This design comes from an exercise in tuning for small area on the open sky130 flow, not from production work.
The RTL was checked by simulation tests, not by an equivalence proof against the original design.
Power is estimated from default activity; no workload was simulated.

==> flow/design.v <==
`timescale 1ns / 1ps
module MUX3X1
    (
    input In1,
    input In2,
    input In3,
    input In4,
    input [0:3] sel,
    output reg out
    );
    always @(*) begin
        case(sel)
            4'b0111: out=In1;
            4'b1011: out=In2;
            4'b1101: out=In3;
            4'b1110: out=In4;
            default: out = 0;
        endcase
    end
endmodule
`timescale 1ns / 1ps
module SClk_generator #(parameter mode=2'b11)(
    input clk,
    input start,
    output SCLK,
    input reset_n,
    input clr
    );
    reg [3:0] count;
    reg clk_in;
    wire CPOL = mode==2'b11 || mode==2'b10;
    always @(posedge clk,negedge reset_n) begin
        if(~reset_n) begin
            count <= 0;
            clk_in <= CPOL ;
        end
        else if(~clr) begin
            count <= 0;
            clk_in <= CPOL ;
        end
        else begin
            count <= count +1;
            if(count == 7) begin
                clk_in <= ~clk_in;
            end
            if(count ==15) begin
                clk_in <= ~clk_in;
            end
        end    
    end
    assign SCLK = start ? clk_in : CPOL;
endmodule
`timescale 1ns / 1ps
module SPI_Master #(parameter mode=2'b00,bits_size=10,slaves_num=4)(
    input clk,reset_n,
    input [bits_size-1:0] data_in,
    output [bits_size-1:0] data_out,
    output tx_done,
    input tx_start,
    input MISO,
    output reg MOSI,
    output reg [0:slaves_num-1] ss,
    output SCLK,
    output rx_done
    );
    wire Trailling_edge,Leading_edge;
    reg start,tx_done1,rx_done1,ignore_first_edge;
    reg rstcnt;
    wire SCLK_in,pe,ne;
    reg sig;
    assign SCLK = SCLK_in;
    SClk_generator #(.mode(mode)) sclk11(.clk(clk),.start(start),.reset_n(reset_n),.clr(rstcnt),.SCLK(SCLK_in));
    wire CPHA = mode==2'b01 || mode==2'b11;
    wire CPOL = mode==2'b10 || mode==2'b11;
    reg [$clog2(bits_size)-1:0] bit_number,rx_bit_number;
    reg [bits_size-1:0] data_out1;
    reg last_bit;
    reg state;
    reg [$clog2(slaves_num)-1:0] ss_sel;
    always @(posedge clk) begin
        sig <= SCLK_in;
    end
    assign pe = ~sig & SCLK_in;
    assign ne = sig & ~SCLK_in;
    assign Trailling_edge = CPOL ? pe :ne;
    assign Leading_edge = CPOL ? ne : pe;
    always @(posedge clk,negedge reset_n) begin
        if(~reset_n) begin
            MOSI <=0;
            data_out1 <= 0;
            last_bit <=0;
            ss_sel <= 0;
            start <= 0;
            rstcnt <= 1;
            tx_done1 <=0;
            rx_done1 <= 0;
            ignore_first_edge <=0;
            bit_number <= bits_size-1;
            rx_bit_number <= bits_size-1;
            state <= 0;
            ss <= 4'b1111;
        end
        else begin
            case(state)
                0: begin
                    last_bit <=0;
                    bit_number <= bits_size-1;
                    rx_bit_number <= bits_size-1;
                    ignore_first_edge <=0;
                    if(tx_start) begin
                        ss[ss_sel] <= 0;
                        ss_sel <= ss_sel +1;
                        tx_done1 <=0;
                        rx_done1 <= 0;
                        data_out1 <= 0;
                        rstcnt <=0 ;
                        state <=1;
                        MOSI <= data_in[bits_size-1];
                        bit_number <= bits_size-2;
                    end
                    else MOSI <= data_in[bits_size-1];
                end
                1: begin
                    start <=1;
                    rstcnt <=1 ;
                    if((~CPHA && Trailling_edge) || (CPHA && Leading_edge) ) begin
                        if(CPHA && ~ignore_first_edge)
                            ignore_first_edge <=1;
                        else begin
                            MOSI <= data_in[bit_number];
                            if(bit_number != 0) 
                                bit_number <= bit_number-1;
                        end
                    end
                    if( (~CPHA && Leading_edge) || (CPHA && Trailling_edge) ) begin
                        data_out1[rx_bit_number] <= MISO;
                        rx_bit_number <= rx_bit_number-1;
                    end
                    if(bit_number == 0) begin
                        if ((CPHA && Trailling_edge) || (~CPHA && Trailling_edge))  begin
                                if(last_bit) begin
                                    state <=0;
                                    ss <= 4'b1111;
                                    tx_done1 <=1;
                                    start <=0 ;
                                    rx_done1 <= 1;
                                end
                                last_bit <=1;
                            end
                        end
                end
            endcase
        end
    end
    assign tx_done = (state==0 && tx_done1);
    assign rx_done = (state==0 && rx_done1);
    assign data_out = state==0 ? data_out1 : 0;
endmodule
`timescale 1ns / 1ps
module SPI_Slave #(parameter mode=2'b00,bits_size=8)(
    input clk,reset_n,
    input [bits_size-1:0] data_in,
    output [bits_size-1:0] data_out,
    output tx_done,
    input MOSI,
    output reg MISO,
    input ss,
    input SCLK,
    output rx_done
    );
    wire Trailling_edge,Leading_edge,pe,ne;
    wire CPOL = mode==2'b10 || mode==2'b11;
    reg [bits_size-1:0] data_out1;
    reg sig;
    reg tx_done1,rx_done1,ignore_first_edge;
    wire CPHA = mode==2'b01 || mode==2'b11;
    reg [$clog2(bits_size)-1:0] bit_number,rx_bit_number;
    reg last_bit;
    reg state;
    always @(posedge clk) begin
        sig <= SCLK;
    end
    assign pe = ~sig & SCLK;
    assign ne = sig & ~SCLK;
    assign Trailling_edge = CPOL ? pe :ne;
    assign Leading_edge = CPOL ? ne : pe;
    always @(posedge clk,negedge reset_n) begin
        if(~reset_n) begin
            MISO <=0;
            data_out1 <= 0;
            last_bit <=0;
            tx_done1 <=0;
            rx_done1 <= 0;
            ignore_first_edge <=0;
            bit_number <= bits_size-1;
            rx_bit_number <= bits_size-1;
            state <= 0;
        end
        else begin
            case(state)
                0: begin
                    last_bit <=0;
                    bit_number <= bits_size-1;
                    rx_bit_number <= bits_size-1;
                    ignore_first_edge <=0;
                    if(~ss) begin
                        tx_done1 <=0;
                        data_out1 <= 0;
                        rx_done1 <= 0;
                        state <=1;
                        MISO <= data_in[bits_size-1];
                        bit_number <= bits_size-2;
                    end
                    else MISO <= data_in[bits_size-1];
                end
                1: begin
                    if((~CPHA && Trailling_edge) || (CPHA && Leading_edge) ) begin
                        if(CPHA && ~ignore_first_edge)
                            ignore_first_edge <=1;
                        else begin
                             MISO <= data_in[bit_number];
                            if(bit_number != 0) 
                                bit_number <= bit_number-1;
                        end
                    end
                    if( (~CPHA && Leading_edge) || (CPHA && Trailling_edge) ) begin
                        data_out1[rx_bit_number] <= MOSI;
                        rx_bit_number <= rx_bit_number-1;
                    end
                    if(bit_number == 0) begin
                        if ((CPHA && Trailling_edge) || (~CPHA && Trailling_edge))  begin
                                if(last_bit) begin
                                    state <=0;
                                    tx_done1 <=1;
                                    rx_done1 <= 1;
                                end
                                last_bit <=1;
                            end
                        end
                end
            endcase
        end
    end
    assign tx_done = (state==0 && tx_done1);
    assign rx_done = (state==0 && rx_done1);
    assign data_out = state==0 ? data_out1 : 0;
endmodule
`timescale 1ns / 1ps
module SPI_4Slaves #(parameter mode=2'b11,bits_size=10)(
    input clk,reset_n,
    input [bits_size-1:0] master_data_in,
    input [bits_size-1:0] slave_data_in1,
    input [bits_size-1:0] slave_data_in2,
    input [bits_size-1:0] slave_data_in3,
    input [bits_size-1:0] slave_data_in4,
    output [bits_size-1:0] master_data_out,
    output [bits_size-1:0] slave_data_out1,
    output [bits_size-1:0] slave_data_out2,
    output [bits_size-1:0] slave_data_out3,
    output [bits_size-1:0] slave_data_out4,
    input tx_start,
    output master_tx_done,
    output master_rx_done,
    output slave_tx_done1,
    output slave_rx_done1,
    output slave_tx_done2,
    output slave_rx_done2,
    output slave_tx_done3,
    output slave_rx_done3,
    output slave_tx_done4,
    output slave_rx_done4
    );
    wire MISO,MISO1,MISO2,MISO3,MISO4,MOSI,SCLK;
    wire [0:3] ss;
    MUX3X1 mux
    (
    .In1(MISO1),
    .In2(MISO2),
    .In3(MISO3),
    .In4(MISO4),
    .sel(ss),
    .out(MISO)
    );
    SPI_Master #(.mode(mode) , .bits_size(bits_size) , .slaves_num(4) ) SpiM1(
    .clk(clk),
    .reset_n(reset_n),
    .data_in(master_data_in),
    .data_out(master_data_out),
    .tx_done(master_tx_done),
    .rx_done(master_rx_done),
    .tx_start(tx_start),
    .MOSI(MOSI),
    .MISO(MISO),
    .ss(ss),
    .SCLK(SCLK)
    );
    SPI_Slave #(.mode(mode) , .bits_size(bits_size)) SpiS1(
    .clk(clk),
    .reset_n(reset_n),
    .MOSI(MOSI),
    .MISO(MISO1),
    .tx_done(slave_tx_done1),
    .rx_done(slave_rx_done1),
    .data_in(slave_data_in1),
    .data_out(slave_data_out1),
    .ss(ss[0]),
    .SCLK(SCLK)
    );
    SPI_Slave #(.mode(mode) , .bits_size(bits_size)) SpiS2(
    .clk(clk),
    .reset_n(reset_n),
    .MOSI(MOSI),
    .MISO(MISO2),
    .tx_done(slave_tx_done2),
    .rx_done(slave_rx_done2),
    .data_in(slave_data_in2),
    .data_out(slave_data_out2),
    .ss(ss[1]),
    .SCLK(SCLK)
    );
    SPI_Slave #(.mode(mode) , .bits_size(bits_size)) SpiS3(
    .clk(clk),
    .reset_n(reset_n),
    .MOSI(MOSI),
    .MISO(MISO3),
    .tx_done(slave_tx_done3),
    .rx_done(slave_rx_done3),
    .data_in(slave_data_in3),
    .data_out(slave_data_out3),
    .ss(ss[2]),
    .SCLK(SCLK)
    );
    SPI_Slave #(.mode(mode) , .bits_size(bits_size)) SpiS4(
    .clk(clk),
    .reset_n(reset_n),
    .MOSI(MOSI),
    .MISO(MISO4),
    .tx_done(slave_tx_done4),
    .rx_done(slave_rx_done4),
    .data_in(slave_data_in4),
    .data_out(slave_data_out4),
    .ss(ss[3]),
    .SCLK(SCLK)
    );
endmodule
==> flow/run.sh <==
#!/bin/bash
# synth_recipe.tcl (not shown) runs the flow's synth.tcl, then flattens the netlist and writes it again
# the make line also repeats each setting of config.mk as NAME=value (left out here)
make -C /OpenROAD-flow-scripts/flow DESIGN_CONFIG=/design/flow/config.mk WORK_HOME=/design/flow/orfs CLKGATE_MAP_FILE= SYNTH_SCRIPT=/design/flow/synth_recipe.tcl finish
==> flow/config.mk <==
export PLATFORM = sky130hd
export DESIGN_NAME = SPI_4Slaves
export DESIGN_NICKNAME = SPI_4Slaves
export VERILOG_FILES = /design/flow/design.v
export SDC_FILE = /design/flow/constraint.sdc
export NUM_CORES = 4
export LEC_CHECK = 0
export CAP_MARGIN = 20
export CORE_MARGIN = 2
export CORE_UTILIZATION = 40
export PLACE_DENSITY = 0.6
export SLEW_MARGIN = 20
==> flow/constraint.sdc <==
create_clock -name core_clock -period 5.0 [get_ports {clk}]
set_input_delay 1.0000 -clock core_clock [delete_from_list [all_inputs] [get_ports {clk}]]
set_output_delay 1.0000 -clock core_clock [all_outputs]
set_load 0.01 [all_outputs]
==> results of run 1 <==
==> cells by family after synthesis <==
kind of cell / count (synthesis)
adder cells (fa/ha/maj): 35
AO/OA/AOI/OAI: 135
multiplexers: 43
XOR/XNOR: 36
buffers and inverters: 94
flip-flops: 128
AND/OR/NAND/NOR: 332
==> layout make-up <==
type	count	share of cell area
Clock inverter	6	0.0114
Tap cell	234	0.0310
Clock buffer	26	0.0518
Inverter	41	0.0163
Timing Repair Buffer	116	0.122
Multi-Input combinational cell	581	0.426
Sequential cell	128	0.342
==> synth_stat cells, types with 5 or more instances <==
| cell type | n | area share |
|---|---|---|
| nor3b_1 | 5 | 0.0049 |
| or3b_2 | 5 | 0.0057 |
| nor3_1 | 17 | 0.011 |
| or2_2 | 7 | 0.0057 |
| xnor2_1 | 22 | 0.025 |
| o211ai_1 | 11 | 0.011 |
| nand4_1 | 11 | 0.0090 |
| a31oi_1 | 10 | 0.0081 |
| o21ai_0 | 22 | 0.014 |
| nor2b_1 | 56 | 0.046 |
| buf_4 | 5 | 0.0049 |
| mux4_2 | 9 | 0.026 |
| xor2_1 | 14 | 0.016 |
| inv_1 | 36 | 0.018 |
| a21oi_1 | 26 | 0.017 |
| o41ai_1 | 5 | 0.0057 |
| a32o_1 | 22 | 0.029 |
| nor4_1 | 9 | 0.0073 |
| buf_2 | 10 | 0.0065 |
| nand2_1 | 76 | 0.037 |
| mux2_2 | 5 | 0.0073 |
| and3_1 | 12 | 0.0098 |
| nor2_1 | 70 | 0.034 |
| nand3_1 | 33 | 0.021 |
| mux2i_1 | 27 | 0.035 |
| clkbuf_1 | 31 | 0.015 |
| ha_1 | 35 | 0.057 |
| dfrtp_1 | 101 | 0.33 |
| dfstp_2 | 26 | 0.089 |
| a211oi_1 | 5 | 0.0049 |
==> metal layers <==
layer / share of wire / wire (um) / global-route usage / vias up
met2: 0.45 / 7680 / 0.279 / 112
met1: 0.51 / 8710 / 0.249 / 2824
met4: 0.0084 / 144 / 0.0386 / 0
li1: - / - / - / 2996
met5: 0 / 0 / 0 / -
met3: 0.034 / 585 / 0.0372 / 12
==> final timing paths <==
check	start	end	slack, ns	cells after the start
worst max register to register	SpiS4.state	SpiS4.data_out1[2]	2.47	5
max in group asynchronous	reset_n	SpiS2.rx_bit_number[0]	3.33	2
worst min register to register	SpiM1.sclk11.count[0]	SpiM1.sclk11.count[0]	0.43	1
worst max-delay path	SpiS1.state	slave_data_out1[0]	2.03	2
worst min-delay path	SpiM1.sclk11.count[0]	SpiM1.sclk11.count[0]	0.43	1
min in group asynchronous	reset_n	SpiS4.bit_number[1]	0.72	1
==> stage by stage <==
stage	instances	setup slack, ns	cell area [sq um]	util
6_report	1132	2.03	9450	0.504
5_1_grt	1132	1.90	9450	0.504
4_1_cts	1132	2.01	9450	0.504
3_5_place_dp	1100	2.46	8850	0.472
3_3_place_gp	1100	2.48	8850	0.472
2_1_floorplan	803	2.67	7690	-
==> state kept, by name, indices dropped and copies added, names as in the netlist, 10 cells and up <==
| register | cells |
|---|---|
| SpiM1.data_out1 | 10 |
| SpiS1.data_out1 | 10 |
| SpiS2.data_out1 | 10 |
| SpiS3.data_out1 | 10 |
| SpiS4.data_out1 | 10 |
==> placed cells by master (no fill, tap or decap), types with 26 or more instances in the layout <==
master             n
a21oi_1           26
clkdlybuf4s50_1  111
dfrtp_1          101
dfstp_2           26
ha_1              35
inv_1             36
mux2i_1           27
nand2_1           76
nand3_1           33
nor2_1            69
nor2b_1           56
==> power by group <==
group | internal, uW | total [uW] | switching (uW)
Sequential | 1500 | 2010 | 507
Combinational | 973 | 2100 | 1130
Clock | 823 | 1260 | 439
==> metrics.md, run 1 <==
| Metric | Value |
|---|---|
| Fill count | roughly 1800 |
| Hold Buf Count CTS | 0 |
| Post-synthesis mux area share | 0.0747 |
| Ys async rst share | 0.992 |
| WHS | 0.434 ns |
| CP bufs+invs | 1 |
| Synth Area in Adders | 0.0570 |
| TritonCTS clock tree | yes |
| Layout area overhead | 23.0% |
| Die width | 143 um |
| NumNets Final | 973 |
| Worst Tran Pin Value | 0.966 ns |
| Crit path max-delay family | flip-flops |
| Syn avg cell area | between 9 and 10 sq um |
| Post-synth EDFFs | 0 |
| Layout Skew | 0.0101 ns |
| CTS max path bufs | 2 |
| Compound-cell area share of the yosys netlist | 0.127 |
| Gpl congestion | between 0.8 and 0.9 |
| Post-CTS sizing | 0 |
| Status | no timing/DRC/antenna violations |
| Reg area | 3230 sq um |
| DRT iter0 DRCs | 370 |
| I/O Pins | about 110 |
| Largest net degree at the start of global routing | 74 |
| Share of cells above drive strength 1 | 0.114 |
| Via count | between 5000 and 6000 |
| Slew headroom | 0.356 |
| DRC viols | 0 |
| Yosys cell types | 68 |
| Global-route wire length before repair | 28.9 mm |
| Clock latency on the worst-skew pair | approximately 0.41 ns |
| Std cell rows | 50 |
| Synthesized Nets | slightly below 900 |
| Final ANT Viol Nets | 0 |
| CTS clk-pin slew, worst paths | 0.06 ns |
| Min cycle time layout | a little under 3 ns |
| Die Ht | between 100 and 150 um |
| Die area | slightly above 20000 sq um |
| Worst EP required | 4.00 ns |
| Clock sink count | 128 |
| Peak VDD IR | 0.240 mV |
| Initial core utilization | 0.410 |
| WL per Instance | approximately 15 um |
| Crit-path cells | nor2b_1, clkdlybuf4s50_1 |
| Fmax | 337 MHz |
| Total Power | 5380 uW |
| Sequential area share after synthesis | 0.420 |
| Port bufs | 112 |
| Max Cap Viol | 0 |
| Crit path DAT | around 2.0 ns |
| WL final | 17.1 mm |
| RSZ-0062 raised after global routing | no |
| # diodes | 0 |
| TritonRoute pass-1 iters | 5 |
| Setup violators final | 0 |
| Ys Warns | 4 |
| Post-CTS setup buffer count | 0 |
| Primary FF master, synth | dfrtp_1 |
| Worst setup path class | reg -> out |
| Multi-input gate area | approximately 4000 sq um |
| GRT Overall Usage | 0.176 |
| Power Dens Cells | 569 nW/um^2 |
| Crit-path max FO | 28 |
| Slowest CP cell | dfrtp_1 |
| Synth Instances | 803 |
| XOR/XNOR share of the synthesized area | 0.0410 |
| CP peak stage delay | 0.89 ns |
| P_leak | 0.00389 uW |
| Crit. End Element | output pin |
| Final Cycle Share | 0.593 |
| Final slew viol count | 0 |
| Final Hold Vio Count | 0 |
| CTS root buf | clkbuf_16 |
| Core outline area | 18800 sq um |
| Yosys reg bits | 128 |
| Avg Vias per Cell | ~5.3 |
| Vias in the first global route | 5783 |
| Hold Crit Class | reg -> reg |
| Critical path launch point type | flip-flop |
| TritonCTS Buffers | 17 |
| Setup total negative slack | 0 ns |
| Synth Cell Area | 7690 sq um |
| DP HPWL | between 10 and 15 mm |
| Overflow after GRT | 0 |
| H-tree depth | 4 |
| Antenna violations before repair | 0 |
| Largest family of logic cells by synthesized area | simple AND/OR/NAND/NOR gates |
| Post-Synth Simple-Gate Area | 0.224 |
==> run 2, diff against run 1 <==
==> flow/design.v (replaced) <==
`timescale 1ns / 1ps
module SPI_4Slaves #(parameter mode=2'b11,bits_size=10)(
    input clk,reset_n,
    input [bits_size-1:0] master_data_in,
    input [bits_size-1:0] slave_data_in1,
    input [bits_size-1:0] slave_data_in2,
    input [bits_size-1:0] slave_data_in3,
    input [bits_size-1:0] slave_data_in4,
    output [bits_size-1:0] master_data_out,
    output [bits_size-1:0] slave_data_out1,
    output [bits_size-1:0] slave_data_out2,
    output [bits_size-1:0] slave_data_out3,
    output [bits_size-1:0] slave_data_out4,
    input tx_start,
    output master_tx_done,
    output master_rx_done,
    output slave_tx_done1,
    output slave_rx_done1,
    output slave_tx_done2,
    output slave_rx_done2,
    output slave_tx_done3,
    output slave_rx_done3,
    output slave_tx_done4,
    output slave_rx_done4
    );
    reg       busy;       
    reg [7:0] c;          
    reg [1:0] sel;        
    reg       wrapped;    
    reg [9:0] M, S1, S2, S3, S4;
    wire start = ~busy & tx_start;
    wire first = busy & (c == 8'h99);
    wire samp  = (c[3:0] == 4'd0) & ~(c[7] & c[4]);
    wire last  = busy & (c == 8'hF8);
    wire [3:0] b = c[7:4];
    reg [9:0] sdin;
    always @(*) begin
        case (sel)
            2'd0: sdin = slave_data_in1;
            2'd1: sdin = slave_data_in2;
            2'd2: sdin = slave_data_in3;
            default: sdin = slave_data_in4;
        endcase
    end
    wire mbit = master_data_in[b];
    wire sbit = sdin[b];
    always @(posedge clk, negedge reset_n) begin
        if (~reset_n) begin
            busy <= 0;
            c <= 8'h9A;
            sel <= 0;
            wrapped <= 0;
        end else if (start) begin
            busy <= 1;
            c <= 8'h99;
        end else if (busy) begin
            if (last) begin
                busy <= 0;
                c <= 8'h9A;
                sel <= sel + 1;
                if (sel == 2'd3) wrapped <= 1;
            end else
                c <= c - 1;
        end
    end
    wire shift = first | samp;
    wire sin = first ? M[0] : mbit;
    always @(posedge clk) begin
        if (start | shift) M <= {M[8:0], start ? mbit : sbit};
        if (shift && sel == 2'd0) S1 <= {S1[8:0], sin};
        if (shift && sel == 2'd1) S2 <= {S2[8:0], sin};
        if (shift && sel == 2'd2) S3 <= {S3[8:0], sin};
        if (shift && sel == 2'd3) S4 <= {S4[8:0], sin};
    end
    wire done1 = wrapped | (sel != 2'd0);
    wire done2 = wrapped | sel[1];
    wire done3 = wrapped | (sel == 2'd3);
    wire done4 = wrapped;
    wire sbusy = busy & ~first;    
    wire m_ok  = ~busy & done1;
    wire s1_ok = done1 & ~(sbusy && sel == 2'd0);
    wire s2_ok = done2 & ~(sbusy && sel == 2'd1);
    wire s3_ok = done3 & ~(sbusy && sel == 2'd2);
    wire s4_ok = done4 & ~(sbusy && sel == 2'd3);
    assign master_tx_done = m_ok;
    assign master_rx_done = m_ok;
    assign slave_tx_done1 = s1_ok;
    assign slave_rx_done1 = s1_ok;
    assign slave_tx_done2 = s2_ok;
    assign slave_rx_done2 = s2_ok;
    assign slave_tx_done3 = s3_ok;
    assign slave_rx_done3 = s3_ok;
    assign slave_tx_done4 = s4_ok;
    assign slave_rx_done4 = s4_ok;
    assign master_data_out = m_ok  ? M  : 10'd0;
    assign slave_data_out1 = s1_ok ? S1 : 10'd0;
    assign slave_data_out2 = s2_ok ? S2 : 10'd0;
    assign slave_data_out3 = s3_ok ? S3 : 10'd0;
    assign slave_data_out4 = s4_ok ? S4 : 10'd0;
endmodule
==> metrics.md, run 2 <==
| Metric | Value |
|---|---|
| Synthesized Nets | 318 |
| Hold_sp | S1[1] |
| CP peak stage delay | about 0.8 ns |
| DP Worst Slack | 1.25 ns |
| H-tree depth | 3 |
| DRT iter0 DRCs | 131 |
| # placed instances | roughly 450 |
| Worst Tran Pin Value | 0.868 ns |
| Origin of the critical flop-to-flop path | sel[0] |
| Largest net degree at the start of global routing | 20 |
| Avg Vias per Cell | 5.00 |
| Min cycle time layout | between 4 and 5 ns |
| Post-CTS setup buffer count | 0 |
| Slowest CP cell | dfstp_2 |
| CTS root buf | clkbuf_8 |
| Die Ht | between 90 and 100 um |
| CTS clk-pin slew, worst paths | 0.07 ns |
| Primary FF master, synth | edfxtp_1 |
| CTS max path bufs | 2 |
| Crit path max-delay family | simple AND/OR/NAND/NOR gates |
| Ys async rst share | 0.194 |
| Peak VDD IR | 0.260 mV |
| Most frequent cells in the layout | clkdlybuf4s50_1, edfxtp_1, and2_1 |
| Die area | roughly 8600 sq um |
| Setup total negative slack | 0 ns |
| Final Hold Vio Count | 0 |
| Top cells by count, synth | edfxtp_1, and2_1, nor2b_1 |
| Ranking of synthesized cells by area | edfxtp_1, and2_1, dfrtp_1, nor2b_1, dfstp_2 |
| Yosys reg bits | between 60 and 70 |
| Area leader, netlist | edfxtp_1 |
| Number of cells on the critical path | 6 |
| Worst r2r dst | M[0] |
| Most common cell after layout, fill and taps aside | clkdlybuf4s50_1 |
| Max Cap Viol | 0 |
| Std cell rows | 32 |
| Final Non-Filler Cells | 468 |
| P_leak | 0.00157 uW |
| Power Dens Cells | 410 nW/um^2 |
| Setup violators final | 0 |
| Core outline area | approximately 7700 sq um |
| Die width | 92.8 um |
| Crit-path max FO | 19 |
| Slack of the critical path | 0.916 ns |
| NumNets Final | 421 |
| Antenna violations before repair | 0 |
| Post-synth EDFFs | 50 |
| Worst EP required | 4.00 ns |
| GRT Overall Usage | 0.183 |
| Final ANT Viol Nets | 0 |
| Crit path DAT | 3.08 ns |
| Sequential area share after synthesis | 0.573 |
| CP bufs+invs | 1 |
| Final slew viol count | 0 |
| Post-CTS sizing | 0 |
| Fill count | a little under 700 |
| Synth Cell Area | roughly 3200 sq um |
| Syn avg cell area | 12.2 sq um |
| Layout area overhead | 43.0% |
| TritonCTS clock tree | yes |
| Global-route wire length before repair | 12.1 mm |
| Status | no timing/DRC/antenna violations |
| Initial core utilization | 0.410 |
| Vias in the first global route | ~2300 |
| WL per Instance | 16.2 um |
| Synth Instances | 258 |
| Final Cycle Share | 0.817 |
| DP HPWL | between 5 and 6 mm |
| Yosys cell types | 47 |
| Clock latency on the worst-skew pair | 0.34 ns |
| Worst hold endpoint | S1[2] |
| DRC viols | 0 |
| # diodes | 0 |
| Multi-input gate area | 1170 sq um |
| Ys Warns | 1 |
| Overflow after GRT | 0 |
| Port bufs | 112 |
| Gpl congestion | 0.837 |
| Hold Crit Class | reg -> reg |
| Crit. End Element | output pin |
| TritonRoute pass-1 iters | 4 |
| R2R depth | 7 |
| Critical path launch point type | flip-flop |
| Hold Crit Depth | 0 |
| Clock sink count | between 60 and 70 |
| Hold Buf Count CTS | 0 |
| Share of the synthesized area in the top cell type | 0.476 |
| I/O Pins | roughly 110 |
| Most common cell in the netlist | edfxtp_1 |
| Layout Skew | roughly 0.0094 ns |
| Via count | 2339 |
| Slew headroom | 0.420 |
| RSZ-0062 raised after global routing | no |
| Share of cells above drive strength 1 | 0.0874 |
| Worst setup path class | reg -> out |
| TritonCTS Buffers | 9 |
| WHS | 0.435 ns |
| Reg area | 1810 sq um |
| Reg-to-reg slack, setup | 2.42 ns |
| Fmax | between 200 and 250 MHz |
| WL final | 7.56 mm |
| Crit-path cells | nand3_4, nand4bb_1, and2_4, a21oi_1, and2_1, clkdlybuf4s50_1 |
run 2: cell count changes after synthesis, moves of 29 or more:
cell / change
and2_1: +38
nand3_1: -31
dfrtp_1: -93
nor2b_1: -35
nand2_1: -66
nor2_1: -59
clkbuf_1: -29
edfxtp_1: +50
run 2: final cells by class:
cell class                      count  area share
Clock buffer                        9      0.0275
Clock inverter                      7      0.0266
Inverter                           10     0.00833
Multi-Input combinational cell    166       0.260
Sequential cell                    62       0.401
Tap cell                          102      0.0283
Timing Repair Buffer              112       0.249
run 2: worst max-delay path by stage:
stage,from,to
after floorplan,c[4],slave_tx_done1
after global placement,c[4],slave_data_out2[1]
after detailed placement,c[4],slave_data_out2[1]
after CTS,c[4],slave_data_out2[1]
after global routing,c[4],slave_data_out2[0]
final,c[4],slave_data_out4[2]
run 2: where the power goes:
group	total (uW)	internal, uW	switching (uW)
registers	772	674	98.2
clock network	533	332	200
logic	541	269	272
total	1850	1280	571
run 2: layer usage:
metal  track usage  up-vias  wire length, um
met3        0.0521        9              391
met5             0        -                0
met1         0.246     1119             3420
met2         0.287       69             3650
li1              -     1142                -
met4        0.0576        0              106
run 2: stage by stage:
stage	utilization	cell area [sq um]	total power, uW
floorplan	-	3150	1140
global placement	0.555	4260	1320
detailed placement	0.555	4260	1330
CTS	0.586	4510	1860
global route	0.586	4510	1950
finish	0.586	4510	1850
run 2: logic make-up after synthesis:
| group | share of synthesized area |
|---|---|
| AO/OA/AOI/OAI | 0.127 |
| adder cells (fa/ha/maj) | 0.0278 |
| buffers and inverters | 0.0552 |
| flip-flops | 0.573 |
| multiplexers | 0.0246 |
| AND/OR/NAND/NOR | 0.190 |
| XOR/XNOR | 0.00278 |
==> run 3, diff against run 2 <==
--- a/flow/design.v
+++ b/flow/design.v
@@ -23,16 +23,16 @@
     output slave_tx_done4,
     output slave_rx_done4
     );
-    reg       busy;       
-    reg [7:0] c;          
+    reg [7:0] x;
     reg [1:0] sel;        
     reg       wrapped;    
-    reg [9:0] M, S1, S2, S3, S4;
+    reg [9:0] Mn, S1n, S2n, S3n, S4n;
+    wire busy  = |x;
     wire start = ~busy & tx_start;
-    wire first = busy & (c == 8'h99);
-    wire samp  = (c[3:0] == 4'd0) & ~(c[7] & c[4]);
-    wire last  = busy & (c == 8'hF8);
-    wire [3:0] b = c[7:4];
+    wire first = (x == 8'd1);
+    wire samp  = (x[3:0] == 4'hA) & (x[7:4] != 4'd0);
+    wire last  = (x == 8'd162);
+    wire [3:0] b = 4'd9 - x[7:4];    
     reg [9:0] sdin;
     always @(*) begin
         case (sel)
@@ -46,31 +46,24 @@
     wire sbit = sdin[b];
     always @(posedge clk, negedge reset_n) begin
         if (~reset_n) begin
-            busy <= 0;
-            c <= 8'h9A;
+            x <= 0;
             sel <= 0;
             wrapped <= 0;
-        end else if (start) begin
-            busy <= 1;
-            c <= 8'h99;
-        end else if (busy) begin
-            if (last) begin
-                busy <= 0;
-                c <= 8'h9A;
-                sel <= sel + 1;
-                if (sel == 2'd3) wrapped <= 1;
-            end else
-                c <= c - 1;
-        end
+        end else if (last) begin
+            x <= 0;
+            sel <= sel + 1;
+            if (sel == 2'd3) wrapped <= 1;
+        end else if (start | busy)
+            x <= x + 1;
     end
     wire shift = first | samp;
-    wire sin = first ? M[0] : mbit;
+    wire sin = first ? ~Mn[0] : mbit;
     always @(posedge clk) begin
-        if (start | shift) M <= {M[8:0], start ? mbit : sbit};
-        if (shift && sel == 2'd0) S1 <= {S1[8:0], sin};
-        if (shift && sel == 2'd1) S2 <= {S2[8:0], sin};
-        if (shift && sel == 2'd2) S3 <= {S3[8:0], sin};
-        if (shift && sel == 2'd3) S4 <= {S4[8:0], sin};
+        if (start | shift) Mn <= {Mn[8:0], ~(start ? mbit : sbit)};
+        if (shift && sel == 2'd0) S1n <= {S1n[8:0], ~sin};
+        if (shift && sel == 2'd1) S2n <= {S2n[8:0], ~sin};
+        if (shift && sel == 2'd2) S3n <= {S3n[8:0], ~sin};
+        if (shift && sel == 2'd3) S4n <= {S4n[8:0], ~sin};
     end
     wire done1 = wrapped | (sel != 2'd0);
     wire done2 = wrapped | sel[1];
@@ -92,9 +85,9 @@
     assign slave_rx_done3 = s3_ok;
     assign slave_tx_done4 = s4_ok;
     assign slave_rx_done4 = s4_ok;
-    assign master_data_out = m_ok  ? M  : 10'd0;
-    assign slave_data_out1 = s1_ok ? S1 : 10'd0;
-    assign slave_data_out2 = s2_ok ? S2 : 10'd0;
-    assign slave_data_out3 = s3_ok ? S3 : 10'd0;
-    assign slave_data_out4 = s4_ok ? S4 : 10'd0;
+    assign master_data_out = ~(Mn  | {10{~m_ok}});
+    assign slave_data_out1 = ~(S1n | {10{~s1_ok}});
+    assign slave_data_out2 = ~(S2n | {10{~s2_ok}});
+    assign slave_data_out3 = ~(S3n | {10{~s3_ok}});
+    assign slave_data_out4 = ~(S4n | {10{~s4_ok}});
 endmodule
==> flow/flow/run.sh (new file) <==
#!/bin/bash
# The standard layout (standard.sh, standard synthesis included), with two
# changes: the port buffers are the smallest buffer (buf_1), and clock tree
# synthesis adds no dummy loads. make's full output goes to standard.log here;
# each ORFS step also keeps its own log under orfs/logs/.
set -euo pipefail
export BUFFER_PORTS_ARGS="-buffer_cell sky130_fd_sc_hd__buf_1"
export CTS_ARGS="-sink_clustering_enable -repair_clock_nets -dont_use_dummy_load ${CTS_EXTRA:-}"
bash standard.sh finish > standard.log 2>&1
==> flow/standard.sh (new file) <==
#!/bin/bash
# synth_recipe.tcl (not shown) runs the flow's synth.tcl, then flattens the netlist and writes it again
# the make line also repeats each setting of config.mk as NAME=value (left out here)
make -C /OpenROAD-flow-scripts/flow DESIGN_CONFIG=/design/flow/config.mk WORK_HOME=/design/flow/orfs CLKGATE_MAP_FILE= SYNTH_SCRIPT=/design/flow/synth_recipe.tcl "${@:-finish}"
removed: flow/run.sh
==> metrics.md, run 3 <==
| Metric | Value |
|---|---|
| I/O Pins | 113 |
| Area leader, netlist | edfxtp_1 |
| DRT iter0 DRCs | 99 |
| Gpl congestion | ~0.9 |
| CTS root buf | clkbuf_8 |
| Synth Instances | 262 |
| Final ANT Viol Nets | 0 |
| Antenna violations before repair | 0 |
| Std cell rows | 31 |
| Most common cell after layout, fill and taps aside | buf_1 |
| DRC viols | 0 |
| Ys Warns | 1 |
| Crit-path max FO | 19 |
| WL final | about 6.8 mm |
| CTS max path bufs | 2 |
| H-tree depth | 3 |
| Slowest CP cell | dfrtp_1 |
| Layout area overhead | 18.4% |
| Peak VDD IR | 0.168 mV |
| Setup total negative slack | 0 ns |
| Yosys cell types | between 40 and 50 |
| WL per Instance | 14.7 um |
| Die area | 8230 sq um |
| Critical path launch point type | flip-flop |
| Layout Skew | 0.0121 ns |
| WHS | 0.442 ns |
| Post-synth EDFFs | 50 |
| Top cells by count, synth | nor2_1, edfxtp_1, inv_1 |
| DP HPWL | 5.13 mm |
| TritonRoute pass-1 iters | 4 |
| CTS clk-pin slew, worst paths | about 0.060 ns |
| TritonCTS clock tree | yes |
| DP Worst Slack | 1.94 ns |
| Clock latency on the worst-skew pair | 0.33 ns |
| Crit. End Element | output pin |
| Avg Vias per Cell | between 4 and 5 |
| Die Ht | between 90 and 100 um |
| Final Cycle Share | 0.679 |
| Synth Cell Area | 3010 sq um |
| Final slew viol count | 0 |
| Power Dens Cells | around 410 nW/um^2 |
| Setup violators final | 0 |
| Most frequent cells in the layout | buf_1, nor2_1, edfxtp_1 |
| Sequential area share after synthesis | 0.590 |
| Status | no timing/DRC/antenna violations |
| Share of the synthesized area in the top cell type | 0.499 |
| Die width | 90.7 um |
| Most common cell in the netlist | nor2_1 |
| Max Cap Viol | 0 |
| GRT Overall Usage | 0.166 |
| TritonCTS Buffers | 9 |
| Hold Crit Class | reg -> reg |
| Core outline area | 7250 sq um |
| Ranking of synthesized cells by area | edfxtp_1, dfrtp_1, nor2_1, ha_1, mux4_1 |
| Final Hold Vio Count | 0 |
| CP peak stage delay | 0.64 ns |
| Clock sink count | 61 |
| Global-route wire length before repair | 10.6 mm |
| Post-CTS sizing | 0 |
| Crit-path cells | nor4_2, o211ai_1, nand2_1, o21ai_1, nor2_1, buf_1 |
| Overflow after GRT | 0 |
| Ys async rst share | 0.180 |
| Hold Buf Count CTS | 0 |
| Fmax | slightly below 300 MHz |
| Port bufs | about 110 |
| Vias in the first global route | between 2000 and 2500 |
| Crit path DAT | 2.40 ns |
| Synthesized Nets | about 330 |
| Post-CTS setup buffer count | 0 |
| Worst Tran Pin Value | 0.745 ns |
| Primary FF master, synth | edfxtp_1 |
| Slack of the critical path | 1.60 ns |
| Initial core utilization | 0.415 |
| Share of cells above drive strength 1 | 0.0441 |
| Yosys reg bits | 61 |
| NumNets Final | 428 |
| Min cycle time layout | approximately 3.4 ns |
| Largest net degree at the start of global routing | 20 |
| Via count | 2284 |
| Worst setup path class | reg -> out |
| Worst EP required | 4.00 ns |
| # diodes | 0 |
| Final core occ | 0.491 |
| RSZ-0062 raised after global routing | no |
| Slew headroom | 0.500 |
| Syn avg cell area | 11.5 sq um |
| P_leak | between 0.001 and 0.0015 uW |
## run 3: cell types whose count changed in the layout (fill, tap and decap cells not counted), moves of 6 or more
cell | previous run | this run
nor2_1 | 11 | 60
nand3_1 | 2 | 13
a211oi_1 | 7 | 1
and2_1 | 40 | 4
clkdlybuf4s50_1 | 112 | 0
o21ai_0 | 12 | 2
inv_1 | 10 | 16
a222oi_1 | 10 | 1
buf_1 | 0 | 112
nor2b_1 | 21 | 1
## run 3: logic make-up (layout without fill, tap and decap cells)
kind of cell	Yosys count	after routing	share of synthesized area
AOI/OAI and AO/OA	32	32	0.0748
and+or+nand+nor	104	104	0.156
buffers and inverters	36	137	0.0582
muxes	11	11	0.0553
adders and majority gates	10	10	0.0416
DFF	61	61	0.590
xor gates and xnor gates	8	8	0.0233
## run 3: final timing paths
check | start | endpoint | slack [ns] | cells past startpoint
max in group asynchronous | reset_n | x[6] | 3.90 | 1
worst max-delay path | x[4] | slave_data_out2[7] | 1.60 | 6
min in group asynchronous | reset_n | x[3] | 0.67 | 1
worst max register to register | x[4] | S1n[4] | 2.49 | 4
worst min register to register | S3n[7] | S3n[8] | 0.44 | 0
worst min-delay path | S3n[7] | S3n[8] | 0.44 | 0
## run 3: worst max-delay path: cells and delay by family, from the launching register on
family	cells	cell delay (ns)
AO/OA/AOI/OAI	2	0.49
AND/OR/NAND/NOR	3	0.78
buffers and inverters	1	0.17
flip-flops	1	0.64
## run 3: final cells by class
class | instances | area [sq um]
inverters | 16 | 60.1
repair buffers | 112 | 420
well taps | 99 | 124
flip-flops and latches | 61 | 1780
fillers | 699 | 3690
clock buffers | 9 | 124
multi-input cells | 165 | 1060
## run 3: stage by stage
stage	total power [uW]	cells	area, sq um
6_report	1450	462	3560
5_1_grt	1530	462	3560
4_1_cts	1460	462	3560
3_5_place_dp	1140	453	3440
3_3_place_gp	1140	453	3440
2_1_floorplan	1050	262	3010
## run 3: layer usage
layer / vias to the layer above / routed length, um / part of all wire / GRT usage
met3: 9 / 427 / 0.063 / 0.0459
met2: 82 / 3070 / 0.45 / 0.244
li1: 1119 / - / - / -
met5: - / 0 / 0 / 0
met1: 1074 / 3210 / 0.47 / 0.236
met4: 0 / 93 / 0.014 / 0.0577
## run 3: report_power, final
group	leakage [uW]	total [uW]	switching, uW	internal [uW]
Sequential	0.000592	754	100	653
Clock	0.0000647	311	152	159
Combinational	0.000670	382	204	178
==> run 4, diff against run 3 <==
--- a/flow/flow/run.sh
+++ b/flow/flow/run.sh
@@ -5,5 +5,5 @@
 # each ORFS step also keeps its own log under orfs/logs/.
 set -euo pipefail
 export BUFFER_PORTS_ARGS="-buffer_cell sky130_fd_sc_hd__buf_1"
-export CTS_ARGS="-sink_clustering_enable -repair_clock_nets -dont_use_dummy_load ${CTS_EXTRA:-}"
+export CTS_ARGS="-sink_clustering_enable -repair_clock_nets -dont_use_dummy_load -buf_list sky130_fd_sc_hd__clkbuf_4"
 bash standard.sh finish > standard.log 2>&1
==> metrics.md, run 4 <==
| Metric | Value |
|---|---|
| Synth Instances | around 260 |
| Die width | 90.7 um |
| Share of the synthesized area in the top cell type | 0.499 |
| Status | no timing/DRC/antenna violations |
| CTS clk-pin slew, worst paths | around 0.1 ns |
| CTS max path bufs | 2 |
| Std cell rows | 31 |
| Most common cell in the netlist | nor2_1 |
| Critical path launch point type | flip-flop |
| Met3 GRT Util | 0.0459 |
| Hold Crit Depth | 0 |
| Synth Cell Area | 3010 sq um |
| NumNets Final | 428 |
| DRT iter0 DRCs | 100 |
| Die area | 8230 sq um |
| Avg Vias per Cell | 4.94 |
| Layout area overhead | 16.5% |
| R2R depth | 4 |
| Most common cell after layout, fill and taps aside | buf_1 |
| Core outline area | 7250 sq um |
| # placed instances | 453 |
| Worst r2r dst | Mn[0] |
| Initial core utilization | 0.415 |
| Overflow after GRT | 0 |
| TritonRoute pass-1 iters | 4 |
| TritonCTS Buffers | 9 |
| Top Usage Layer GRT | met2 |
| RSZ-0062 raised after global routing | no |
| Die Ht | 90.7 um |
| P_leak | between 0.001 and 0.0015 uW |
| Max Cap Viol | 0 |
| CTS root buf | clkbuf_4 |
| Port bufs | 112 |
| Synthesized Nets | approximately 330 |
| Hold Crit Class | reg -> reg |
| I/O Pins | 113 |
| Final slew viol count | 0 |
| Origin of the critical flop-to-flop path | x[4] |
| Worst setup path class | reg -> out |
| Global-route wire length before repair | 10.6 mm |
| Power Dens Cells | 388 nW/um^2 |
| Layout Skew | between 0.02 and 0.025 ns |
| Hold_sp | S3n[7] |
| Fmax | 289 MHz |
| Peak VDD IR | 0.167 mV |
| Setup total negative slack | 0 ns |
| Min cycle time layout | ~3.5 ns |
| Reg-to-reg slack, setup | roughly 2.5 ns |
| Crit path DAT | 2.46 ns |
| Clock latency on the worst-skew pair | 0.40 ns |
| Syn avg cell area | 11.5 sq um |
| Sequential area share after synthesis | 0.590 |
| WHS | around 0.44 ns |
| Gpl congestion | 0.881 |
| Ys async rst share | 0.180 |
| Largest net degree at the start of global routing | 20 |
| # diodes | 0 |
| Top cells by count, synth | nor2_1, edfxtp_1, inv_1 |
| Final Non-Filler Cells | 462 |
| Via count | 2281 |
| TritonCTS clock tree | yes |
| H-tree depth | 3 |
| Share of cells above drive strength 1 | 0.0441 |
| WL per Instance | 14.6 um |
| Vias in the first global route | roughly 2100 |
| Most frequent cells in the layout | buf_1, nor2_1, edfxtp_1 |
| Crit. End Element | output pin |
| WL final | 6.75 mm |
| Final ANT Viol Nets | 0 |
| GRT Overall Usage | 0.168 |
| Yosys reg bits | 61 |
| Post-CTS setup buffer count | 0 |
| Slew headroom | 0.500 |
| Met2 Track Usage GR | 0.243 |
| GR Layer Usage met1 | 0.237 |
| Setup violators final | 0 |
| Worst Tran Pin Value | 0.745 ns |
| Worst EP required | around 4 ns |
| Final core occ | 0.483 |
| Ranking of synthesized cells by area | edfxtp_1, dfrtp_1, nor2_1, ha_1, mux4_1 |
| Antenna violations before repair | 0 |
| Ys Warns | 1 |
| Crit-path max FO | 19 |
| Hold Buf Count CTS | 0 |
| Final Hold Vio Count | 0 |
| DRC viols | 0 |
| Total Power | ~1400 uW |
| Clock sink count | a little over 60 |
| Post-CTS sizing | 0 |
| Primary FF master, synth | edfxtp_1 |
| Yosys cell types | 43 |
| Worst hold endpoint | S3n[8] |
| Area leader, netlist | edfxtp_1 |
| Final Cycle Share | 0.692 |
| DP HPWL | 5.13 mm |
| Post-synth EDFFs | 50 |
-- run 4: power by group --
| part | internal (uW) | total (uW) | switching (uW) |
|---|---|---|---|
| sequential | 652 | 751 | 99.6 |
| clock | 83.4 | 228 | 145 |
| combinational | 178 | 382 | 204 |
| total | 913 | 1360 | 448 |
-- run 4: metrics by stage --
stage | instance area [sq um] | setup slack (ns)
finish | 3510 | 1.54
global route | 3510 | 1.28
CTS | 3510 | 1.52
detailed placement | 3440 | 1.94
global placement | 3440 | 1.99
floorplan | 3010 | 2.32
-- run 4: layout make-up --
class,instances,area (sq um)
timing repair buffer,112,420
multi-input combinational,165,1060
fill,702,3750
sequential,61,1780
inverter,16,60.1
tap,99,124
clock buffer,9,67.6
-- run 4: worst max path at each step --
stage | to | cells after the start | start
6_report | slave_data_out2[7] | 6 | x[4]
4_1_cts | slave_data_out2[7] | 6 | x[4]
2_1_floorplan | master_tx_done | 7 | sel[0]
3_3_place_gp | slave_data_out2[0] | 6 | x[4]
3_5_place_dp | slave_data_out3[7] | 6 | x[4]
5_1_grt | slave_data_out2[8] | 6 | x[4]
-- run 4: logic make-up after synthesis --
kind of cell,after synthesis,synth area share
buffers and inverters,36,0.0582
AND/OR/NAND/NOR,104,0.156
XOR/XNOR,8,0.0233
multiplexers,11,0.0553
adder cells (fa/ha/maj),10,0.0416
AO/OA/AOI/OAI,32,0.0748
flip-flops,61,0.590
-- run 4: worst max-delay path, cell delays in order (launching register included) --
cell,delay (ns)
dfrtp_1,0.64
nor4_2,0.46
o211ai_1,0.24
nand2_1,0.11
o21ai_1,0.25
nor2_1,0.21
buf_1,0.17
-- run 4: metal layers --
| metal | wire length (um) | vias up |
|---|---|---|
| met5 | 0 | - |
| met4 | 130 | 0 |
| met3 | 466 | 12 |
| met2 | 3020 | 89 |
| met1 | 3130 | 1058 |
| li1 | - | 1122 |
==> run 5, diff against run 4 <==
--- a/flow/design.v
+++ b/flow/design.v
@@ -23,16 +23,16 @@
     output slave_tx_done4,
     output slave_rx_done4
     );
+    reg       busy;       
     reg [7:0] x;
     reg [1:0] sel;        
     reg       wrapped;    
     reg [9:0] Mn, S1n, S2n, S3n, S4n;
-    wire busy  = |x;
     wire start = ~busy & tx_start;
-    wire first = (x == 8'd1);
-    wire samp  = (x[3:0] == 4'hA) & (x[7:4] != 4'd0);
-    wire last  = (x == 8'd162);
-    wire [3:0] b = 4'd9 - x[7:4];    
+    wire first = busy & (x == 8'h60);
+    wire samp  = (x[3:0] == 4'h9) & (x[7] | x[4]);
+    wire last  = busy & (x == 8'h01);
+    wire [3:0] b = ~x[7:4];
     reg [9:0] sdin;
     always @(*) begin
         case (sel)
@@ -44,17 +44,21 @@
     end
     wire mbit = master_data_in[b];
     wire sbit = sdin[b];
+    always @(posedge clk)
+        x <= (busy && !last) ? x + 8'd1 : 8'h60;
     always @(posedge clk, negedge reset_n) begin
         if (~reset_n) begin
-            x <= 0;
+            busy <= 0;
             sel <= 0;
             wrapped <= 0;
-        end else if (last) begin
-            x <= 0;
-            sel <= sel + 1;
-            if (sel == 2'd3) wrapped <= 1;
-        end else if (start | busy)
-            x <= x + 1;
+        end else begin
+            if (start) busy <= 1;
+            if (last) begin
+                busy <= 0;
+                sel <= sel + 1;
+                if (sel == 2'd3) wrapped <= 1;
+            end
+        end
     end
     wire shift = first | samp;
     wire sin = first ? ~Mn[0] : mbit;
==> flow/flow/run.sh (replaced) <==
#!/bin/bash
# The standard layout (standard.sh), with three changes:
#  - synthesis maps the logic with an area-oriented ABC script (abc_area.script
#    here, in place of ORFS's abc_speed.script; the rest of the synthesis, and
#    so every register, is the standard one);
#  - the port buffers are the smallest buffer (buf_1);
#  - clock tree synthesis uses clkbuf_4 and adds no dummy loads.
# make's full output goes to standard.log here; each ORFS step also keeps its
# own log under orfs/logs/.
set -euo pipefail
rm -rf scripts_own
cp -r "$FLOW_HOME/scripts" scripts_own
cp flow/abc_area.script scripts_own/abc_speed.script
export SCRIPTS_DIR="$PWD/scripts_own"
export BUFFER_PORTS_ARGS="-buffer_cell sky130_fd_sc_hd__buf_1"
export CTS_ARGS="-sink_clustering_enable -repair_clock_nets -dont_use_dummy_load -buf_list sky130_fd_sc_hd__clkbuf_8 -sink_clustering_size 32 -sink_clustering_max_diameter 200"
bash standard.sh finish > standard.log 2>&1
==> flow/flow/abc_area.script (new file) <==
strash
&get -n
&st
&syn2
&dch -f
&nf -R 1000 -a
&put
==> metrics.md, run 5 <==
| Metric | Value |
|---|---|
| Status | no timing/DRC/antenna violations |
| Overflow after GRT | 0 |
| Flop pwr share | 0.590 |
| DP Worst Slack | 1.70 ns |
| Hold Crit Class | reg -> reg |
| Via count | ~2200 |
| Syn avg cell area | 11.8 sq um |
| Final slew viol count | 0 |
| H-tree depth | 3 |
| Hold Buf Count CTS | 0 |
| Final Non-Filler Cells | 430 |
| Primary FF master, synth | edfxtp_1 |
| Final Cycle Share | 0.695 |
| # placed instances | 421 |
| Crit path DAT | 2.48 ns |
| GRT Overall Usage | 0.167 |
| Crit-path max FO | 17 |
| Global-route wire length before repair | 9.52 mm |
| P_sw | roughly 330 uW |
| Post-CTS sizing | 0 |
| Power Dens Cells | between 300 and 400 nW/um^2 |
| Std cell rows | 30 |
| Layout Skew | 0.0183 ns |
| WL final | 5.95 mm |
| Share of the synthesized area in the top cell type | 0.545 |
| Ys Warns | 1 |
| Logic pwr share | 0.152 |
| P_leak | 0.00119 uW |
| Switching Share | 0.268 |
| Yosys cell types | 31 |
| CTS root buf | clkbuf_8 |
| RSZ-0062 raised after global routing | no |
| TritonCTS Buffers | 9 |
| DRT iter0 DRCs | 98 |
| Antenna violations before repair | 0 |
| Slack of the critical path | 1.52 ns |
| Largest net degree at the start of global routing | 21 |
| Top cells by count, synth | nor2_1, edfxtp_1, nand2_1 |
| Fmax | 288 MHz |
| Peak VDD IR | ~0.12 mV |
| Area leader, netlist | edfxtp_1 |
| DRC viols | 0 |
| Share of cells above drive strength 1 | 0.0314 |
| Worst setup path class | reg -> out |
| Layout area overhead | 22.0% |
| Clock share of power | 0.258 |
| Post-synth EDFFs | 50 |
| Critical path launch point type | flip-flop |
| CTS clk-pin slew, worst paths | 0.07 ns |
| Setup violators final | 0 |
| Placed Area | 3240 sq um |
| Core outline area | 6720 sq um |
| Yosys reg bits | 62 |
| Clock latency on the worst-skew pair | 0.33 ns |
| Clock sink count | 62 |
| Final Hold Vio Count | 0 |
| Synthesized Nets | between 200 and 300 |
| Design area | 3360 sq um |
| Port bufs | roughly 110 |
| # diodes | 0 |
| Die Ht | 87.0 um |
| TritonRoute pass-1 iters | 4 |
| Crit. End Element | output pin |
| Most frequent cells in the layout | buf_1, nor2_1, edfxtp_1 |
| Post-CTS setup buffer count | 0 |
| WL per Instance | 13.8 um |
| Die area | approximately 7600 sq um |
| Sequential area share after synthesis | 0.640 |
| Final ANT Viol Nets | 0 |
| DP HPWL | about 4.5 mm |
| Initial core utilization | 0.410 |
| Most common cell after layout, fill and taps aside | buf_1 |
| I/O Pins | between 100 and 150 |
| Synth Instances | 234 |
| Avg Vias per Cell | 5.11 |
| Min cycle time layout | 3.48 ns |
| Vias in the first global route | 2000 |
| Pint | 892 uW |
| CTS max path bufs | 2 |
| Setup total negative slack | 0 ns |
| Worst Tran Pin Value | 0.844 ns |
| Slew headroom | 0.436 |
| Ys async rst share | 0.0645 |
| Synth Cell Area | between 2000 and 3000 sq um |
| Ranking of synthesized cells by area | edfxtp_1, nor2_1, dfxtp_1, a222oi_1, dfrtp_1 |
| NumNets Final | approximately 410 |
| Gpl congestion | 0.769 |
| Die width | 87.0 um |
| TritonCTS clock tree | yes |
| Most common cell in the netlist | nor2_1 |
| Max Cap Viol | 0 |
| Worst EP required | around 4.0 ns |
-- run 5: cell count changes in the layout (fill, tap and decap cells not counted), moves of 4 or more --
cell | previous run | this run
inv_1 | 16 | 0
clkinv_1 | 0 | 12
a222oi_1 | 1 | 10
clkbuf_4 | 9 | 0
clkbuf_8 | 0 | 9
dfxtp_1 | 0 | 8
dfrtp_1 | 11 | 4
nand3_1 | 13 | 6
a22oi_1 | 6 | 0
nor2_1 | 60 | 65
and2_1 | 4 | 0
o21ai_0 | 2 | 6
-- run 5: path summary, 6_finish.rpt --
path	end	cells past startpoint	slack, ns	start
setup / recovery	slave_data_out2[1]	7	1.52	x[4]
hold / removal	S4n[1]	0	0.44	S4n[0]
setup reg to reg	S3n[1]	6	2.38	x[4]
hold reg to reg	S4n[1]	0	0.44	S4n[0]
max in group asynchronous	sel[0]	1	4.26	reset_n
min in group asynchronous	busy	1	0.52	reset_n
-- run 5: metrics by stage --
| step | power [uW] | hold slack [ns] | util |
|---|---|---|---|
| floorplan | 844 | 0.427 | - |
| global placement | 907 | 0.433 | 0.482 |
| detailed placement | 918 | 0.433 | 0.482 |
| CTS | 1230 | 0.440 | 0.500 |
| global route | 1290 | 0.450 | 0.500 |
| finish | 1220 | 0.436 | 0.500 |
-- run 5: routing by layer --
metal  GRT usage  vias up  share of wire
met4      0.0724        0          0.017
li1            -     1085              -
met1       0.215     1005           0.43
met3      0.0493       10          0.074
met2       0.262       96           0.48
met5           0        -              0
-- run 5: cells by family after synthesis --
group / count (synthesis) / synth area share
mux: 7 / 0.0350
fa+ha+maj: 7 / 0.0318
xor+xnor: 6 / 0.0191
buf+inv: 17 / 0.0300
simple gates: 96 / 0.144
compound gates: 39 / 0.100
flops: 62 / 0.640
-- run 5: power by group through the flow --
stage / Clock (uW) / Sequential, uW / Combinational (uW)
after CTS: 325 / 721 / 188
after global placement: 0 / 727 / 180
after floorplan: 0 / 709 / 135
after global routing: 343 / 732 / 217
after detailed placement: 0 / 731 / 187
final: 315 / 719 / 185
-- run 5: critical path, cell delays in order, from the launching register on --
cell and delay [ns]:
dfxtp_1 0.50, nor4_1 0.50, nand4_1 0.18, and2_0 0.25
nand2_1 0.08, o21ai_1 0.24, nor2_1 0.22, buf_1 0.17
-- run 5: layout make-up --
type | instances | area [sq um]
fillers | 627 | 3360
flip-flops and latches | 62 | 1760
multi-input cells | 155 | 910
repair buffers | 112 | 420
clock buffers | 9 | 124
well taps | 80 | 100
inverters | 12 | 45.0
==> run 6, diff against run 5 <==
--- a/flow/flow/run.sh
+++ b/flow/flow/run.sh
@@ -13,5 +13,5 @@
 cp flow/abc_area.script scripts_own/abc_speed.script
 export SCRIPTS_DIR="$PWD/scripts_own"
 export BUFFER_PORTS_ARGS="-buffer_cell sky130_fd_sc_hd__buf_1"
-export CTS_ARGS="-sink_clustering_enable -repair_clock_nets -dont_use_dummy_load -buf_list sky130_fd_sc_hd__clkbuf_8 -sink_clustering_size 32 -sink_clustering_max_diameter 200"
+export CTS_ARGS="-repair_clock_nets -dont_use_dummy_load -buf_list sky130_fd_sc_hd__clkbuf_8"
 bash standard.sh finish > standard.log 2>&1
==> metrics.md, run 6 <==
| Metric | Value |
|---|---|
| Status | no timing/DRC/antenna violations |
| Top cells by count, synth | nor2_1, edfxtp_1, nand2_1 |
| Final Hold Vio Count | 0 |
| Primary FF master, synth | edfxtp_1 |
| Synthesized Nets | 294 |
| CP peak stage delay | 0.50 ns |
| Ys async rst share | 0.0645 |
| Final core occ | 0.500 |
| Std cell rows | 30 |
| Critical path launch point type | flip-flop |
| TritonRoute pass-1 iters | 4 |
| Final slew viol count | 0 |
| Setup total negative slack | 0 ns |
| Min cycle time layout | between 3 and 4 ns |
| Antenna violations before repair | 0 |
| Worst hold endpoint | S4n[1] |
| Hold_sp | S4n[0] |
| I/O Pins | 113 |
| RSZ-0062 raised after global routing | no |
| Area leader, netlist | edfxtp_1 |
| Fmax | 288 MHz |
| Design area | 3360 sq um |
| Yosys cell types | 31 |
| Most frequent cells in the layout | buf_1, nor2_1, edfxtp_1 |
| GRT Overall Usage | 0.167 |
| Post-CTS setup buffer count | 0 |
| Largest net degree at the start of global routing | 21 |
| DRC viols | 0 |
| Reg-to-reg slack, setup | 2.38 ns |
| Crit-path max FO | 17 |
| Syn avg cell area | 11.8 sq um |
| Crit path max-delay family | simple AND/OR/NAND/NOR gates |
| Gpl congestion | 0.769 |
| Core outline area | about 6700 sq um |
| Crit-path cells | nor4_1, nand4_1, and2_0, nand2_1, o21ai_1, nor2_1, buf_1 |
| Final Cycle Share | 0.695 |
| Final ANT Viol Nets | 0 |
| CTS clk-pin slew, worst paths | 0.07 ns |
| Slew headroom | 0.436 |
| Origin of the critical flop-to-flop path | x[4] |
| Avg Vias per Cell | 5.11 |
| Layout Skew | about 0.018 ns |
| Via count | 2196 |
| Most common cell after layout, fill and taps aside | buf_1 |
| Setup violators final | 0 |
| H-tree depth | 3 |
| Worst Tran Pin Value | 0.844 ns |
| Layout area overhead | 22.0% |
| Global-route wire length before repair | roughly 9.5 mm |
| Worst setup path class | reg -> out |
| DRT iter0 DRCs | 98 |
| Ys Warns | 1 |
| Most common cell in the netlist | nor2_1 |
| Share of the synthesized area in the top cell type | 0.545 |
| Slowest CP cell | dfxtp_1 |
| Hold Crit Depth | 0 |
| Worst EP required | 4.00 ns |
| Power Dens Cells | about 360 nW/um^2 |
| TritonCTS clock tree | yes |
| Clock sink count | 62 |
| Synth Instances | 234 |
| Sequential area share after synthesis | 0.640 |
| Peak VDD IR | 0.120 mV |
| Post-CTS sizing | 0 |
| CTS max path bufs | 2 |
| Ranking of synthesized cells by area | edfxtp_1, nor2_1, dfxtp_1, a222oi_1, dfrtp_1 |
| Hold Buf Count CTS | 0 |
| Crit. End Element | output pin |
| Initial core utilization | 0.410 |
| Clock latency on the worst-skew pair | about 0.33 ns |
| # diodes | 0 |
| CP bufs+invs | 1 |
| CTS root buf | clkbuf_8 |
| Total Power | between 1000 and 1500 uW |
| Worst r2r dst | S3n[1] |
| Placed Area | 3240 sq um |
| Overflow after GRT | 0 |
| NumNets Final | 412 |
| DP HPWL | 4.50 mm |
| Die area | about 7600 sq um |
| TritonCTS Buffers | 9 |
| Port bufs | 112 |
| Die width | 87.0 um |
| Yosys reg bits | between 60 and 70 |
| Max Cap Viol | 0 |
| Die Ht | 87.0 um |
| Crit path DAT | roughly 2.5 ns |
| Vias in the first global route | 2000 |
| Share of cells above drive strength 1 | 0.0314 |
| WL per Instance | 13.8 um |
| Synth Cell Area | 2750 sq um |
| Hold Crit Class | reg -> reg |
| Post-synth EDFFs | 50 |
| P_leak | 0.00119 uW |
| WL final | between 5 and 6 mm |
| R2R depth | 6 |
[run 6: cell counts in the layout (fill, tap and decap cells not counted)]
No cell type changed its count.
[run 6: layer usage]
| metal | global-route usage | up-vias | wire length [um] |
|---|---|---|---|
| li1 | - | 1085 | - |
| met1 | 0.215 | 1005 | 2570 |
| met2 | 0.262 | 96 | 2840 |
| met3 | 0.0493 | 10 | 438 |
| met4 | 0.0724 | 0 | 99 |
| met5 | 0 | - | 0 |
[run 6: kinds of logic (layout without fill, tap and decap cells)]
logic type,count (synthesis),in the layout,share of synthesized area
AOI/OAI and AO/OA,39,39,0.100
adders and majority gates,7,7,0.0318
DFF,62,62,0.640
muxes,7,7,0.0350
and+or+nand+nor,96,96,0.144
xor gates and xnor gates,6,6,0.0191
buffers and inverters,17,133,0.0300
[run 6: worst max-delay path by stage]
stage	from	endpoint	slack, ns	cells past startpoint
6_report	x[4]	slave_data_out2[1]	1.52	7
2_1_floorplan	x[4]	slave_tx_done2	2.00	7
4_1_cts	x[4]	slave_data_out2[1]	1.34	7
3_3_place_gp	x[4]	slave_data_out2[0]	1.74	7
3_5_place_dp	x[4]	slave_data_out2[1]	1.70	7
5_1_grt	x[4]	slave_data_out2[3]	1.14	7
[run 6: area by class of cell]
cell class,instances,area [sq um]
fill,627,3360
sequential,62,1760
multi-input combinational,155,910
timing repair buffer,112,420
clock buffer,9,124
tap,80,100
inverter,12,45.0
[run 6: through the flow]
stage,hold slack (ns),std cells,setup WS [ns]
2_1_floorplan,0.427,234,2.00
3_3_place_gp,0.433,421,1.74
3_5_place_dp,0.433,421,1.70
4_1_cts,0.440,430,1.34
5_1_grt,0.450,430,1.14
6_report,0.436,430,1.52
[run 6: where the power goes]
group	leakage, uW	total, uW	switching (uW)	internal (uW)
clock	0.0000647	315	155	160
combinational	0.000549	185	107	77.5
sequential	0.000571	719	64.7	654
==> run 7, diff against run 6 <==
--- a/flow/flow/run.sh
+++ b/flow/flow/run.sh
@@ -13,5 +13,5 @@
 cp flow/abc_area.script scripts_own/abc_speed.script
 export SCRIPTS_DIR="$PWD/scripts_own"
 export BUFFER_PORTS_ARGS="-buffer_cell sky130_fd_sc_hd__buf_1"
-export CTS_ARGS="-repair_clock_nets -dont_use_dummy_load -buf_list sky130_fd_sc_hd__clkbuf_8"
+export CTS_ARGS="-sink_clustering_enable -repair_clock_nets -dont_use_dummy_load -buf_list sky130_fd_sc_hd__clkbuf_16 -sink_clustering_size 64 -sink_clustering_max_diameter 500"
 bash standard.sh finish > standard.log 2>&1
==> metrics.md, run 7 <==
| Metric | Value |
|---|---|
| Synth Instances | 234 |
| Worst Tran Pin Value | 0.845 ns |
| Primary FF master, synth | edfxtp_1 |
| Placed Area | 3240 sq um |
| Slew headroom | 0.436 |
| Top cells by count, synth | nor2_1, edfxtp_1, nand2_1 |
| Share of the synthesized area in the top cell type | 0.545 |
| DP HPWL | 4.50 mm |
| Synthesized Nets | about 290 |
| Hold Buf Count CTS | 0 |
| Yosys reg bits | 62 |
| Clock sink count | 62 |
| Overflow after GRT | 0 |
| Port bufs | 112 |
| Most frequent cells in the layout | buf_1, nor2_1, edfxtp_1 |
| Post-synth EDFFs | 50 |
| XOR/XNOR share of the synthesized area | 0.0191 |
| Crit path DAT | 2.48 ns |
| Die area | 7560 sq um |
| Share of cells above drive strength 1 | 0.0314 |
| TritonCTS Buffers | 9 |
| Setup total negative slack | 0 ns |
| Post-synthesis mux area share | 0.0350 |
| Layout area overhead | 25.7% |
| Ys async rst share | 0.0645 |
| Largest net degree at the start of global routing | 21 |
| Synth Area in Adders | 0.0318 |
| Compound-cell area share of the yosys netlist | 0.100 |
| Hold Crit Class | reg -> reg |
| Yosys cell types | 31 |
| Fmax | 288 MHz |
| Ys Warns | 1 |
| Crit-path max FO | 17 |
| GRT Overall Usage | 0.169 |
| Most common cell after layout, fill and taps aside | buf_1 |
| WL per Instance | 14.1 um |
| NumNets Final | 412 |
| Gpl congestion | ~0.77 |
| Most common cell in the netlist | nor2_1 |
| Min cycle time layout | 3.48 ns |
| Clock latency on the worst-skew pair | 0.32 ns |
| Sequential area share after synthesis | 0.640 |
| Peak VDD IR | 0.158 mV |
| DRT iter0 DRCs | between 100 and 150 |
| Syn avg cell area | between 10 and 15 sq um |
| Crit. End Element | output pin |
| P_leak | 0.00123 uW |
| Antenna violations before repair | 0 |
| Final Hold Vio Count | 0 |
| Global-route wire length before repair | 9.62 mm |
| Final slew viol count | 0 |
| CTS root buf | clkbuf_16 |
| Synth Cell Area | 2750 sq um |
| # diodes | 0 |
| TritonRoute pass-1 iters | 4 |
| Worst EP required | roughly 4.0 ns |
| Die Ht | slightly below 90 um |
| Crit path launch | x[4] |
| H-tree depth | 3 |
| I/O Pins | between 100 and 150 |
| WL final | 6.04 mm |
| Std cell rows | 30 |
| Post-CTS setup buffer count | 0 |
| Worst setup path class | reg -> out |
| Origin of the critical flop-to-flop path | x[4] |
| Die width | between 80 and 90 um |
| Initial core utilization | 0.410 |
| Vias in the first global route | approximately 2000 |
| TritonCTS clock tree | yes |
| Layout Skew | approximately 0.011 ns |
| CTS clk-pin slew, worst paths | 0.05 ns |
| Setup violators final | 0 |
| Largest family of logic cells by synthesized area | simple AND/OR/NAND/NOR gates |
| RSZ-0062 raised after global routing | no |
| Area leader, netlist | edfxtp_1 |
| Post-Synth Simple-Gate Area | 0.144 |
| Final ANT Viol Nets | 0 |
| Hold_sp | S4n[0] |
| Final Cycle Share | 0.695 |
| Power Dens Cells | around 400 nW/um^2 |
| Avg Vias per Cell | 5.15 |
| Max Cap Viol | 0 |
| Post-CTS sizing | 0 |
| Ranking of synthesized cells by area | edfxtp_1, nor2_1, dfxtp_1, a222oi_1, dfrtp_1 |
| Critical path launch point type | flip-flop |
| Total Power | 1400 uW |
| DRC viols | 0 |
| Core outline area | 6720 sq um |
| CTS max path bufs | 2 |
| Status | no timing/DRC/antenna violations |
| Design area | 3460 sq um |
| Via count | around 2200 |
[run 7: cell counts after synthesis]
Identical to the previous run, type by type.
[run 7: stage by stage]
stage,util,hold slack [ns],instances,worst slack (ns)
global route,0.515,0.452,430,1.16
floorplan,-,0.427,234,2.00
detailed placement,0.482,0.433,421,1.70
finish,0.515,0.440,430,1.52
CTS,0.515,0.442,430,1.36
global placement,0.482,0.433,421,1.74
[run 7: power breakdown]
group / leakage [uW] / internal [uW] / switching [uW]
Clock: 0.000111 / 313 / 181
Sequential: 0.000571 / 656 / 65.6
Combinational: 0.000549 / 77.6 / 108
Total: 0.00123 / 1050 / 354
[run 7: area by class of cell]
cell class                 count  area, sq um
fill                         617         3260
sequential                    62         1760
multi-input combinational    155          910
timing repair buffer         112          420
clock buffer                   9          225
tap                           80          100
inverter                      12         45.0
[run 7: critical path: stages (launching register included)]
cell and delay (ns):
dfxtp_1 0.50, nor4_1 0.50, nand4_1 0.18, and2_0 0.25, nand2_1 0.09, o21ai_1 0.25
nor2_1 0.23, buf_1 0.17
[run 7: metal layers]
layer	routed length, um	global-route usage	part of all wire
met3	410	0.0550	0.068
met2	2940	0.263	0.49
met4	68	0.0682	0.011
met1	2620	0.219	0.43
met5	0	0	0
[run 7: kinds of logic (layout without fill, tap and decap cells)]
logic type               after synthesis  after routing
XOR/XNOR                               6              6
flip-flops                            62             62
AND/OR/NAND/NOR                       96             96
AO/OA/AOI/OAI                         39             39
buffers and inverters                 17            133
multiplexers                           7              7
adder cells (fa/ha/maj)                7              7
[run 7: path summary, 6_finish.rpt]
path	cells after the start	slack [ns]	endpoint
max	7	1.52	slave_data_out2[1]
min	0	0.44	S4n[1]
max reg2reg	6	2.38	S1n[2]
min reg2reg	0	0.44	S4n[1]
max in group asynchronous	1	4.26	sel[1]
min in group asynchronous	1	0.52	busy

-- what the ideal ports hide --
The flow's constraints put no driver on any port. The routed layouts listed below were extracted and timed again, unchanged, in two steps. Step 1 sets driving cells, clkbuf_16 on the clock port and buf_2 on the other inputs (assumed; they add their load-dependent delay and slew). Step 2 also shifts input and output timing later by t, the mid clock arrival at the registers, as if the neighbouring blocks saw the same clock. Three values: ideal, step 1, step 2; two values: the first two.
run	t, ns	setup slack, ns	worst hold slack (ns)	worst setup path after step 2	worst slew at a driven data input, ns
run 1	0.453	2.034 / 1.990 / 2.443	0.434 / 0.434 / 0.434	register to output	0.03
run 2	0.362	0.916 / 0.886 / 1.248	0.435 / 0.435 / 0.435	register to output	0.06
run 3	0.351	1.603 / 1.572 / 1.923	0.442 / 0.442 / 0.442	register to output	0.05
run 4	0.416	1.539 / 1.510 / 1.926	0.437 / 0.437 / 0.437	register to output	0.05
run 5	0.351	1.525 / 1.494 / 1.845	0.436 / 0.436 / 0.436	register to output	0.05
run 6	0.351	1.525 / 1.494 / 1.845	0.436 / 0.436 / 0.436	register to output	0.05
run 7	0.352	1.524 / 1.489 / 1.841	0.440 / 0.440 / 0.440	register to output	0.04
After both steps every run listed still meets setup and hold.
